This is an optimization exercise on Yosys and OpenROAD, whose aim is small area, not a production implementation.
The RTL was checked by simulation tests, not by an equivalence proof against the original design.

==> run H <==
==> flow/design.v <==
module Digtal_Top(
	input 			CLOCK_Digtal,
	input 			RST,
	input 			Rx,
	input 			CS,
	output [7:0]	Out_Data,
	output [7:0]	RAM_Data_In,
	output [30:0]	RAM_RDADD,
	output [30:0]	RAM_WRADD,
	output 			RAM_RDEN,
	output 			RAM_WREN,
	input [7:0]		RAM_Q
	);
	reg 		b;
	wire 		tick = ~b;
	reg [3:0]	z;		 
	reg [7:0]	cnt;	 
	reg 		en;		 
	reg 		good;	 
	reg [7:0]	data;	 
	wire 		det  = z[3];
	wire 		hi   = cnt[7] & cnt[4];			 
	wire 		post = hi & (cnt[2:0] != 3'd0) & (cnt[2:0] != 3'd6);
	wire 		at144 = hi & (cnt[2:0] == 3'd0);
	wire 		samp = (cnt[3:0] == 4'd0) & (cnt[7:4] != 4'd0) & ~hi;
	reg [1:0]	cs_s;	 
	reg [2:0]	c;		 
	reg [5:0]	r;		 
	reg [5:0]	s;		 
	reg 		en_send;
	reg [7:0]	out;
	reg [30:0]	wradd;
	reg [30:0]	rdadd;
	wire 		frame = r[5] | r[4] | r[3] | r[2];			 
	wire 		wr_on = good & frame & hi & (((cnt[2:0] == 3'd3) & ~b) | (cnt[2:0] == 3'd4));
	reg 		ev9;	 
	wire 		ev8   = good & hi & (cnt[2:0] == 3'd4) & ~b;
	wire 		r_last = (r == 6'd49);
	wire 		done  = ev9 & frame & r_last;
	wire 		en_send_n = en_send | done;
	wire 		cs_rise = cs_s[0] & ~cs_s[1];
	wire 		cs_fall = ~cs_s[0] & cs_s[1];
	wire 		s_full = s[5] & s[4] & s[1];				 
	wire 		s_hdr = (s[5:2] == 4'd0);
	wire 		is_eb = (data == 8'hEB);
	wire 		is_90 = (data == 8'h90);
	always @(posedge CLOCK_Digtal) begin
		if (RST) begin
			b <= 1'b0;
			z <= 4'd0;
			cnt <= 8'd0;
			en <= 1'b0;
		end else begin
			b <= ~b;
			if (tick) begin
				if (Rx)
					z <= 4'd0;
				else if (!z[3])
					z <= z + 1'b1;
				if (en | (post & ~det))
					cnt <= cnt + 1'b1;
				else
					cnt <= 8'd0;
				if (en)
					en <= ~at144;
				else
					en <= det;
			end
		end
	end
	always @(posedge CLOCK_Digtal) begin
		if (tick & en & at144)
			good <= Rx;
		if (tick & en & samp)
			data <= {Rx, data[7:1]};
	end
	wire 		wr_inc = ev9 & frame;
	wire 		rd_inc = (c == 3'd7);
	wire [31:0]	wt, rt;
	assign wt[0] = wr_inc;
	assign rt[0] = rd_inc;
	genvar i;
	generate for (i = 0; i < 31; i = i + 1) begin : g_add
		if (i == 16 || i == 24) begin : g_skip
			assign wt[i] = wt[i-8] & (&wradd[i-1:i-8]);
			assign rt[i] = rt[i-8] & (&rdadd[i-1:i-8]);
		end else if (i != 0) begin : g_rip
			assign wt[i] = wt[i-1] & wradd[i-1];
			assign rt[i] = rt[i-1] & rdadd[i-1];
		end
		always @(posedge CLOCK_Digtal) begin
			wradd[i] <= ~RST & (wradd[i] ^ wt[i]);
			rdadd[i] <= ~RST & (rdadd[i] ^ rt[i]);
		end
	end endgenerate
	always @(posedge CLOCK_Digtal) begin
		if (RST) begin
			cs_s <= 2'b00;
			ev9 <= 1'b0;
			c <= 3'd0;
			r <= 6'd0;
			s <= 6'd0;
			en_send <= 1'b0;
			out <= 8'd0;
		end else begin
			cs_s <= {cs_s[0], CS};
			ev9 <= ev8;
			if (ev9) begin
				if (!frame) begin
					if (is_eb)
						r <= (r == 6'd3) ? 6'd4 : 6'd1;
					else if (is_90 & (r == 6'd1 || r == 6'd2))
						r <= r + 1'b1;
					else
						r <= 6'd0;
				end else begin
					r <= r_last ? 6'd0 : r + 1'b1;
				end
			end
			if (c != 3'd0)
				c <= c + 1'b1;
			if (c == 3'd5)
				out <= RAM_Q;
			if (c == 3'd7) begin
				s <= s + 1'b1;
			end
			en_send <= en_send_n;
			if (cs_rise) begin
				if (!en_send_n)
					out <= 8'hAA;
				else if (s_hdr) begin
					out <= (s[1:0] == 2'd1 || s[1:0] == 2'd2) ? 8'h90 : 8'hEB;
					s <= s + 1'b1;
				end else
					c <= 3'd1;
			end
			if (cs_fall & s_full) begin
				en_send <= 1'b0;
				s <= 6'd0;
			end
		end
	end
	assign RAM_WREN = wr_on;
	assign RAM_RDEN = c[2] ^ (c[1] & c[0]);
	assign RAM_Data_In = data;
	assign RAM_WRADD = wradd;
	assign RAM_RDADD = rdadd;
	assign Out_Data = out;
endmodule
==> flow/flow/run.sh <==
#!/bin/bash
# Standard ORFS layout; ports are buffered with the smallest buffer and the
# clock tree is built from small clock buffers without dummy loads.
set -euo pipefail
export BUFFER_PORTS_ARGS="-buffer_cell sky130_fd_sc_hd__buf_1"
export CTS_ARGS="-sink_clustering_enable -repair_clock_nets -dont_use_dummy_load -buf_list {sky130_fd_sc_hd__clkbuf_2 sky130_fd_sc_hd__clkbuf_4 sky130_fd_sc_hd__clkbuf_8}"
bash standard.sh > standard.log 2>&1
==> flow/standard.sh <==
#!/bin/bash
# synth_recipe.tcl (not shown) runs the flow's synth.tcl, then flattens the netlist and writes it again
# the make line also repeats each setting of config.mk as NAME=value (left out here)
make -C /OpenROAD-flow-scripts/flow DESIGN_CONFIG=/design/flow/config.mk WORK_HOME=/design/flow/orfs CLKGATE_MAP_FILE= SYNTH_SCRIPT=/design/flow/synth_recipe.tcl "${@:-finish}"
==> flow/config.mk <==
export PLATFORM = sky130hd
export DESIGN_NAME = Digtal_Top
export DESIGN_NICKNAME = Digtal_Top
export VERILOG_FILES = /design/flow/design.v
export SDC_FILE = /design/flow/constraint.sdc
export NUM_CORES = 4
export LEC_CHECK = 0
export CAP_MARGIN = 20
export CORE_MARGIN = 2
export CORE_UTILIZATION = 40
export PLACE_DENSITY = 0.6
export SLEW_MARGIN = 20
==> flow/constraint.sdc <==
create_clock -name core_clock -period 5.0 [get_ports {CLOCK_Digtal}]
set_input_delay 1.0000 -clock core_clock [delete_from_list [all_inputs] [get_ports {CLOCK_Digtal}]]
set_output_delay 1.0000 -clock core_clock [all_outputs]
set_load 0.01 [all_outputs]
==> inputs of run Y, as changes to run H <==
==> flow/design.v, changed modules only <==
module Digtal_Top(
	input 			CLOCK_Digtal,
	input 			RST,
	input 			Rx,
	input 			CS,
	output [7:0]	Out_Data,
	output [7:0]	RAM_Data_In,
	output [30:0]	RAM_RDADD,
	output [30:0]	RAM_WRADD,
	output 			RAM_RDEN,
	output 			RAM_WREN,
	input [7:0]		RAM_Q
	);
	reg 		b;
	wire 		tick = ~b;
	reg [3:0]	z;
	reg [7:0]	cnt;
	reg [7:0]	data;
	wire 		det  = z[3];
	wire 		hi   = cnt[7] & cnt[4];
	wire 		rcv  = ~hi | (cnt[2:0] == 3'd0);
	wire 		post = hi & (cnt[2:0] != 3'd0) & (cnt[2:0] != 3'd6);
	wire 		samp = (cnt[3:0] == 4'd0) & (cnt[7:4] != 4'd0) & ~hi;
	reg good;
	reg [1:0]	cs_s;
	reg [2:0]	c;
	reg [5:0]	r;
	reg [5:0]	s;		 
	reg [7:0]	out;
	reg [30:0]	wradd;
	reg [30:0]	rdadd;
	reg 		ev9;	 
	wire 		frame = r[5] | r[4] | r[3] | r[2];
	wire 		ev8   = good & hi & (cnt[2:0] == 3'd4) & ~b;
	wire 		wr_on = good & frame & hi & (((cnt[2:0] == 3'd3) & ~b) | (cnt[2:0] == 3'd4));
	wire 		r_last = (r == 6'd49);
	wire 		done  = ev9 & frame & r_last;
	wire 		dis   = s[5] & s[4] & s[3];
	wire [5:0]	s_cur = (done & dis) ? 6'd0 : s;
	wire 		cs_rise = cs_s[0] & ~cs_s[1];
	wire 		cs_fall = ~cs_s[0] & cs_s[1];
	wire 		is_eb = (data == 8'hEB);
	wire 		is_90 = (data == 8'h90);
	always @(posedge CLOCK_Digtal) begin
		if (RST) begin
			b <= 1'b0;
			z <= 4'd0;
			cnt <= 8'd150;
		end else begin
			b <= ~b;
			if (tick) begin
				if (Rx)
					z <= 4'd0;
				else if (!z[3])
					z <= z + 1'b1;
				if (rcv) begin
					cnt <= cnt + 1'b1;
				end else if (det)
					cnt <= 8'd0;
				else if (post)
					cnt <= cnt + 1'b1;
			end
		end
	end
	always @(posedge CLOCK_Digtal) begin
		if (tick & rcv & samp)
			data <= {Rx, data[7:1]};
		if (tick & rcv & hi)
			good <= Rx;
	end
	wire 		wr_inc = ev9 & frame;
	wire 		rd_inc = (c == 3'd7);
	reg 		wcy, rcy;
	wire [31:0]	wt, rt;
	genvar i;
	generate for (i = 0; i < 31; i = i + 1) begin : g_add
		if (i == 0) begin : g_lo
			assign wt[i] = wr_inc;
			assign rt[i] = rd_inc;
		end else if (i == 16) begin : g_hi
			assign wt[i] = wcy;
			assign rt[i] = rcy;
		end else begin : g_rip
			assign wt[i] = wt[i-1] & wradd[i-1];
			assign rt[i] = rt[i-1] & rdadd[i-1];
		end
		always @(posedge CLOCK_Digtal) begin
			wradd[i] <= ~RST & (wradd[i] ^ wt[i]);
			rdadd[i] <= ~RST & (rdadd[i] ^ rt[i]);
		end
	end endgenerate
	always @(posedge CLOCK_Digtal) begin
		wcy <= ~RST & wt[15] & wradd[15];
		rcy <= ~RST & rt[15] & rdadd[15];
	end
	always @(posedge CLOCK_Digtal) begin
		if (RST) begin
			cs_s <= 2'b00;
			ev9 <= 1'b0;
			c <= 3'd0;
			r <= 6'd0;
			s <= 6'd56;
			out <= 8'd0;
		end else begin
			cs_s <= {cs_s[0], CS};
			ev9 <= ev8;
			if (ev9) begin
				if (!frame) begin
					if (is_eb)
						r <= (r == 6'd3) ? 6'd4 : 6'd1;
					else if (is_90 & (r == 6'd1 || r == 6'd2))
						r <= r + 1'b1;
					else
						r <= 6'd0;
				end else
					r <= r_last ? 6'd0 : r + 1'b1;
			end
			if (c != 3'd0)
				c <= c + 1'b1;
			if (c == 3'd5)
				out <= RAM_Q;
			s <= s_cur;
			if (c == 3'd7)
				s <= s_cur + 1'b1;
			if (cs_rise) begin
				if (dis & ~done)
					out <= 8'hAA;
				else if (s_cur[5:2] == 4'd0) begin
					out <= (s_cur[1:0] == 2'd1 || s_cur[1:0] == 2'd2) ? 8'h90 : 8'hEB;
					s <= s_cur + 1'b1;
				end else
					c <= 3'd1;
			end
			if (cs_fall & s_cur[5] & s_cur[4] & s_cur[1]) begin
				s <= 6'd56;
			end
		end
	end
	assign RAM_WREN = wr_on;
	assign RAM_RDEN = c[2] ^ (c[1] & c[0]);
	assign RAM_Data_In = data;
	assign RAM_WRADD = wradd;
	assign RAM_RDADD = rdadd;
	assign Out_Data = out;
endmodule
==> flow/flow/run.sh (replaced) <==
#!/bin/bash
# Standard ORFS layout with three changes:
#  - synthesis maps all logic, adders included, with an area-oriented ABC
#    script (flow/abc.script) instead of extracting half adders first;
#    everything else in synthesis is the standard script, so the registers
#    are those of the standard synthesis
#  - ports are buffered with the smallest buffer
#  - the clock tree is built from small clock buffers without dummy loads
set -euo pipefail
here=$(pwd)
rm -rf "$here/scripts_abc"
cp -r "$FLOW_HOME/scripts" "$here/scripts_abc"
cp "$here/flow/abc.script" "$here/scripts_abc/abc_speed.script"
export BUFFER_PORTS_ARGS="-buffer_cell sky130_fd_sc_hd__buf_1"
export CTS_ARGS="-sink_clustering_enable -repair_clock_nets -dont_use_dummy_load -buf_list {sky130_fd_sc_hd__clkbuf_2 sky130_fd_sc_hd__clkbuf_4 sky130_fd_sc_hd__clkbuf_8}"
bash standard.sh SCRIPTS_DIR="$here/scripts_abc" ADDER_MAP_FILE= synth > "$here/synth.log" 2>&1
bash standard.sh > "$here/standard.log" 2>&1
==> flow/flow/abc.script (new file) <==
&get -n
&st
&deepsyn -T 20
&dch
&nf -R 1000
&put
topo
stime -c
==> flow_summary.toml <==
[pwr]
cellLeakagePower_nw = 1.75
seq_power_share_pct = 66.1

[outcome]
status = "finished clean"

[logic_synthesis]
netlist.area_leader.share_pct = 50.1

[floorplanning]
num_rows = 37

[routing]
met3RoutedLength_um = 314
dr_total_vias = 3413
drt-vias-per-instance = 5.03
That was run Y.
==> flow_summary.toml <==
[outcome]
status = "finished clean"

[logic_synthesis]
netlist.area_leader.share_pct = 43.0

[routing]
dr_total_vias = 3428
met3RoutedLength_um = 457

[pwr]
seq_power_share_pct = 64.2
cellLeakagePower_nw = 2.36
That was run H.

## afterwards: timing with drivers on the ports
The results above use ideal ports. As a check the final layouts listed here were re-extracted and re-timed, cells and wires unchanged.
Step 1 assumes that a clkbuf_16 drives the clock port and a buf_2 every other input.
Step 2 adds t to the input delays and takes it off the output delays; t is the mean of the earliest and latest rising clock arrival at the registers after step 1. Input paths then give back, and output paths get back, about the clock's delay inside the block.
Slacks: ideal ports / drivers / drivers and shift; pairs: ideal ports / drivers.
| run | shift t [ns] | setup slack, ns | hold slack, ns | worst data-port slew with drivers (ns) |
|---|---|---|---|---|
| run H | 0.405 | 0.781 / 0.781 / 0.781 | 0.494 / 0.494 / 0.494 | 0.04 |
| run Y | 0.375 | 1.899 / 1.899 / 1.899 | 0.473 / 0.473 / 0.473 | 0.03 |
After both steps every run listed still meets setup and hold.
